From an optimization exercise on the open Yosys and OpenROAD flow, aimed at small area; shortcuts taken in it are not production practice. In this exercise RTL edits were held to simulation tests only and were not proved equivalent to the original. Power is estimated from default activity; no workload was simulated.

== oak ==
==> flow/design.v (excerpt) <==
module recorder(clk, rst, key, tick, state, led, able, direc, clea, to_fin,
                twice_play, finish, minute1, minute0, second1, second0);
Size: ~290 cells after synthesis, about 38 I/O pins, roughly 2200 µm² of cells after synthesis.
export LEC_CHECK = 0
export ABC_AREA = 1
export CAP_MARGIN = 20
export CORE_MARGIN = 2
export CORE_UTILIZATION = 50
export GPL_TIMING_DRIVEN = 0
export SLEW_MARGIN = 20
create_clock -name core_clock -period 12.0 [get_ports {clk}]
standard.sh (not shown) runs the stock make flow with config.mk's settings and CLKGATE_MAP_FILE= SYNTH_SCRIPT=/design/flow/synth_recipe.tcl, a recipe that flattens the netlist after the stock synthesis.
==> flow/flow/run.sh <==
#!/bin/bash
# Standard ORFS synthesis; its combinational logic re-mapped for area with a
# few ABC scripts (the registers are kept as they are, with their names); each
# re-mapped netlist is compared with the standard one in a random simulation
# and the smallest that matches is kept. Then the standard layout, with the
# port buffers made with the smallest buffer and a clock tree of small
# buffers without dummy loads. Each tool's output is logged in this folder.
set -euo pipefail
W=$(pwd)
R=$W/orfs/results/$FLOW_PLATFORM/recorder/base
export BUFFER_PORTS_ARGS="-buffer_cell sky130_fd_sc_hd__buf_1"
export REMOVE_ABC_BUFFERS=1
export CTS_ARGS="-sink_clustering_enable -repair_clock_nets -dont_use_dummy_load -root_buf sky130_fd_sc_hd__clkbuf_4 -buf_list {sky130_fd_sc_hd__clkbuf_4}"
bash standard.sh synth > synth.log 2>&1
cp $R/1_2_yosys.v $W/standard_synth.v
export LIB=$FLOW_HOME/platforms/$FLOW_PLATFORM/lib/sky130_fd_sc_hd__tt_025C_1v80.lib
export NETLIST=$W/standard_synth.v
export TOP=$FLOW_TOP
export DONT_USE="$(sed -n '/^export DONT_USE_CELLS/,/^$/p' $FLOW_HOME/platforms/$FLOW_PLATFORM/config.mk | tr -d '\\' | tr ' ' '\n' | grep sky130 | tr '\n' ' ')"
# simulation model of a netlist, with the top renamed
simmodel() {
  yosys -p "read_liberty -ignore_miss_func $LIB; read_verilog $1; hierarchy -top $TOP; flatten; opt_clean; rename $TOP $2; select $2; write_verilog -noattr -selected $3" > $3.log 2>&1
}
simmodel $W/standard_synth.v gold_net $W/sim_gold.v
best=""; best_area=""
for s in a b c d s1 s2; do
  export ABC_SCRIPT=$W/flow/remap_$s.abc OUT=$W/remapped_$s.v STAT=$W/remap_stat_$s.txt
  if ! yosys -c $W/flow/remap.tcl > remap_$s.log 2>&1; then
    echo "remap $s: failed" >> remap_choice.log; continue
  fi
  a=$(grep "Chip area for top module" $STAT | awk '{print $NF}')
  simmodel $OUT gate_net $W/sim_gate_$s.v
  iverilog -g2012 -o $W/eqsim_$s $W/flow/eqsim.sv $W/sim_gold.v $W/sim_gate_$s.v > eqsim_$s.log 2>&1
  vvp -n $W/eqsim_$s >> eqsim_$s.log 2>&1 || true
  if ! grep -q "EQSIM errors 0$" eqsim_$s.log; then
    echo "remap $s: $a differs in simulation" >> remap_choice.log; continue
  fi
  echo "remap $s: $a" >> remap_choice.log
  if [[ -n "$a" ]] && { [[ -z "$best_area" ]] || awk -v x="$a" -v y="$best_area" 'BEGIN{exit !(x<y)}'; }; then
    best=$s; best_area=$a
  fi
done
echo "chosen: $best $best_area" >> remap_choice.log
if [[ -n "$best" ]]; then
  cp $W/remapped_$best.v $R/1_2_yosys.v
  rm -f $R/1_synth.odb
  bash standard.sh synth > synth_odb.log 2>&1
fi
bash standard.sh > layout.log 2>&1
cp -r orfs/logs orfs_logs || true
Other scripts of this flow, unchanged in this note and not shown: flow/flow/eqsim.sv, flow/flow/remap.tcl, flow/flow/remap_a.abc, flow/flow/remap_b.abc, flow/flow/remap_c.abc, flow/flow/remap_d.abc, flow/flow/remap_s1.abc, flow/flow/remap_s2.abc
oak ran to completion and came out clean on the timing, design-rule and antenna checks.
Edits applied to the flow inputs when going from oak to pine:
-- flow/flow/run.sh --
<<< oak, line 12
export REMOVE_ABC_BUFFERS=1
export CTS_ARGS="-sink_clustering_enable -repair_clock_nets -dont_use_dummy_load -root_buf sky130_fd_sc_hd__clkbuf_4 -buf_list {sky130_fd_sc_hd__clkbuf_4}"
bash standard.sh synth > synth.log 2>&1
>>> pine, line 12
export REMOVE_ABC_BUFFERS=1
export CTS_ARGS="-sink_clustering_enable -repair_clock_nets -dont_use_dummy_load -root_buf sky130_fd_sc_hd__clkbuf_4 -buf_list {sky130_fd_sc_hd__clkbuf_8}"
bash standard.sh synth > synth.log 2>&1
### Flow results
~same part of the power in registers in oak and pine
Comparing pine against oak, there is no change at all in clock-buffer cell count.
The final design utilization of oak and that of pine are within noise of each other.
Met3 routed wirelength: pine vs oak identical
Re count of non-CTS inverters in the layout: no difference whatsoever between oak and pine.
oak -> pine: least setup slack across all paths after layout delta 0, exact match
Looking at oak and pine, the final hold slack is a wash.
Taking oak as the reference, in pine number of ordinary and repair buffers in the finished layout about even; growth of design area from synthesis to finish roughly the same.

[static timing again, ports no longer ideal]
How much do the figures lean on ideal ports? The routed layouts below were timed once more, with nothing changed but the port constraints. Step 1 (the two cells are an assumption about what drives the block):
set clk [get_ports {clk}]
set_driving_cell -lib_cell sky130_fd_sc_hd__clkbuf_16 $clk
set_driving_cell -lib_cell sky130_fd_sc_hd__buf_2 [delete_from_list [all_inputs] $clk]
Step 2 adds t to the input delays and takes it off the output delays; t is the mean of the earliest and latest rising clock arrival at the registers after step 1. Input paths then give back, and output paths get back, about the clock's delay inside the block. Slacks: ideal ports / drivers / drivers and shift; pairs: ideal ports / drivers.
| run | t, ns | setup slack, ns | worst setup path at the end |
|---|---|---|---|
| oak | 0.361 | 5.839 / 5.841 / 5.480 | input to register |
| pine | 0.361 | 5.839 / 5.841 / 5.480 | input to register |
After both steps every run listed still meets setup and hold.
